Background: an optimization exercise with open tools, aiming at small area, a short achievable clock period and few clock cycles. Do not read the settings as production practice. The RTL was checked by simulation tests, not by an equivalence proof against the original design.

## geofence
module geofence (clk, reset, X, Y, valid, is_inside);
input               clk;
input               reset;
input       [9:0]   X;
input       [9:0]   Y;
output  reg         valid;
output  reg         is_inside;
reg     [3:0]   cnt;         
reg     [9:0]   PX, PY;
reg signed [10:0] VX, VY;    
reg signed [11:0] VD;        
reg signed [10:0] LX, LY, RX, RY;
reg             deg;         
wire signed [10:0] dx = {1'b0, X} - {1'b0, PX};
wire signed [10:0] dy = {1'b0, Y} - {1'b0, PY};
wire signed [11:0] dd = {1'b0, PX} - {1'b0, X} + {1'b0, Y} - {1'b0, PY};
wire a_neg, a_zero, b_neg, b_zero;
cross_pair u_ab (.lx(LX), .ly(LY), .rx(RX), .ry(RY), .vx(VX), .vy(VY), .d(VD),
                 .a_neg(a_neg), .a_zero(a_zero), .b_neg(b_neg), .b_zero(b_zero));
wire a_pos = ~a_neg & ~a_zero;
wire b_pos = ~b_neg & ~b_zero;
wire v_zero = ~(|VX) & ~(|VY);
wire opp = (|LX) ? (VX[10] ^ LX[10]) : (VY[10] ^ LY[10]);
wire first = (cnt == 4'd2);
wire step  = (cnt >= 4'd2) && (cnt <= 4'd7);
wire cov_now = v_zero | (~a_pos & ~b_pos & (~deg | opp));
always @(posedge clk or posedge reset) begin
    if (reset) begin
        cnt   <= 4'd0;
        valid <= 1'b0;
    end else begin
        cnt   <= (cnt == 4'd8) ? 4'd0 : cnt + 4'd1;
        valid <= (cnt == 4'd7);
    end
end
always @(posedge clk) begin
    if (cnt == 4'd0) begin
        PX <= X;
        PY <= Y;
    end
    VX <= dx;
    VY <= dy;
    VD <= dd;
    if (first) begin
        LX <= VX; LY <= VY;
        RX <= VX; RY <= VY;
        deg <= 1'b1;
        is_inside <= v_zero;
    end else if (step) begin
        if (a_neg) begin LX <= VX; LY <= VY; end
        if (b_neg) begin RX <= VX; RY <= VY; end
        if (a_neg | b_neg) deg <= 1'b0;
        is_inside <= is_inside | cov_now;
    end
end
endmodule
clock: 10.0 ns
lec_check: 0
cap_margin: 20
core_margin: 2
core_utilization: 40
place_density: 0.6
setup_slack_margin: 5
slew_margin: 20
standard.sh (not shown) runs the stock make flow with config.mk's settings and CLKGATE_MAP_FILE= SYNTH_SCRIPT=/design/flow/synth_recipe.tcl, a recipe that flattens the netlist after the stock synthesis.
==> flow/flow/run.sh <==
#!/bin/bash
# Standard ORFS layout, with one extra step between synthesis and floorplan:
# flow/polfix.py rewrites the synthesized netlist (same registers, same
# function) to drop the inverters between full adders and to turn half
# adders with an unused output into plain gates.
set -euo pipefail
bash standard.sh synth > synth.log 2>&1
R=orfs/results/${FLOW_PLATFORM}/geofence/base
cp $R/1_2_yosys.v 1_2_yosys.orig.v
python3 flow/polfix.py $R/1_2_yosys.v > polfix.log 2>&1
bash standard.sh finish > finish.log 2>&1
Other scripts of this flow, unchanged in this note and not shown: flow/flow/polfix.py
Testbench counts at the start, summed over its fixed seeds: cycles 28,800.
Next try:
Settings changed: ABC_AREA from default to 1, SETUP_SLACK_MARGIN 5 to 4.
=> The changed run completed with no timing, DRC or antenna violations; final cell count is lower by 1.6%; setup slack loses 0.057 ns; area after synthesis went down by 7.9%; wire length went up by 6.2%; hold slack is better by 0.097 ns; non-clock buffer count falls by 90; sequential cell count does not change; utilization decreases by 2.7 points.
Next try:
Settings changed: SETUP_SLACK_MARGIN 4 to 2.
Result:
- The changed run completed with no timing, DRC or antenna violations
- clock-buffer cell count does not change
- via count is lower by 1.0%
- area after synthesis is unchanged
- die area stays the same
- design area is lower by 3.0%
- first-iteration DRC count is higher by 1.3%
- core utilization is lower by 1.3 points
- wire length is lower by 1.2%
- critical path depth is lower by 2
Next try:
Settings changed: ABC_AREA 1 to default, SETUP_SLACK_MARGIN 2 to 3.
The new run produced a clean layout; non-clock buffer count increases by 33; register-to-register slack improved by 0.67 ns; worst setup slack improved by 0.67 ns; fmax increases by about 10%; wire length decreases by about 8%; first-iteration DRC count decreases by about 30%; count of clock-buffer cells in the layout increases by 1.

========
job 4085:
geofence, a different RTL version from the one above (not shown whole).
For scale: ~2000 cells after synthesis, about 93 flip-flops, ~24 I/O pins, roughly 19000 µm² of cells after synthesis.
export LEC_CHECK = 0
export ABC_CLOCK_PERIOD_IN_PS = 5000
export CAP_MARGIN = 20
export CORE_MARGIN = 2
export CORE_UTILIZATION = 40
export PLACE_DENSITY = 0.6
export SETUP_SLACK_MARGIN = 4
export SLEW_MARGIN = 20
create_clock -name core_clock -period 10.0 [get_ports {clk}]
run.sh (not shown) runs the stock make flow with config.mk's settings and CLKGATE_MAP_FILE= SYNTH_SCRIPT=/design/flow/synth_recipe.tcl, a recipe that flattens the netlist after the stock synthesis.
Stock flow here: none of the scripts above is used.
Job 4085 finished end to end and its layout was clean on timing, DRC and antenna.
Testbench counts of job 4085, summed over its fixed seeds: cycles 28,800.
### job 4085 -> job 1737
# job 4085
export LEC_CHECK = 0
export ABC_CLOCK_PERIOD_IN_PS = 5000
export CAP_MARGIN = 20
export CORE_MARGIN = 2
export CORE_UTILIZATION = 40
export PLACE_DENSITY = 0.6
export SETUP_SLACK_MARGIN = 4
export SLEW_MARGIN = 20
create_clock -name core_clock -period 10.0 [get_ports {clk}]
# job 1737
export LEC_CHECK = 0
export CAP_MARGIN = 20
export CORE_MARGIN = 2
export CORE_UTILIZATION = 40
export PLACE_DENSITY = 0.6
export SETUP_SLACK_MARGIN = 5
export SLEW_MARGIN = 20
create_clock -name core_clock -period 10.0 [get_ports {clk}]
## What came out
The flow did not stop early for job 1737: all stages ran, and the layout cleared the timing, DRC and antenna checks.
Between job 1737 and job 4085, the number of cells in the design after placement figures differ only marginally.
Diff job 4085 -> job 1737: routing usage on met3 grew by 0.21 points; non-clock buffer count shrank by 23; worst setup slack after layout held steady; via count shrank by about 1.5%; wire length of the first global-routing pass shrank by 2400 µm.
Diff job 4085..job 1737 | minimum period implied by the final worst setup slack | negligible
Sort job 1737 and job 4085 by cell count, ascending, and job 1737 comes first.
Job 1737 vs job 4085, layout-stage area growth over the synthesis result went down by 1.0 points.

-- static timing again, ports no longer ideal --
How much do the figures lean on ideal ports? The routed layouts below were timed once more, with nothing changed but the port constraints.
Step 1 sets driving cells, clkbuf_16 on the clock port and buf_2 on the other inputs (assumed; they add their load-dependent delay and slew).
Step 2 adds t to the input delays and takes it off the output delays; t is the mean of the earliest and latest rising clock arrival at the registers after step 1. Input paths then give back, and output paths get back, about the clock's delay inside the block.
Three values: no drivers, after step 1, after step 2; two values: the first two.
run	shift t [ns]	setup slack, ns	slew at the worst register clock pin (ns)	pins driven straight from the clock port
the first run of note 1	0.398	4.210 / 4.210 / 4.210	0.08 / 0.08	1
the second run of note 1	0.379	4.153 / 4.153 / 4.124	0.08 / 0.08	1
the third run of note 1	0.380	2.646 / 2.646 / 2.646	0.08 / 0.08	1
the fourth run of note 1	0.404	3.313 / 3.313 / 3.313	0.08 / 0.08	1
job 4085	0.396	3.794 / 3.794 / 3.794	0.07 / 0.07	1
job 1737	0.368	3.797 / 3.797 / 3.797	0.07 / 0.07	1
After both steps setup and hold are still met in every run listed. For the second run of note 1, which loses most, drivers alone change the setup slack by 0.000 ns; drivers and shift together by -0.029 ns.
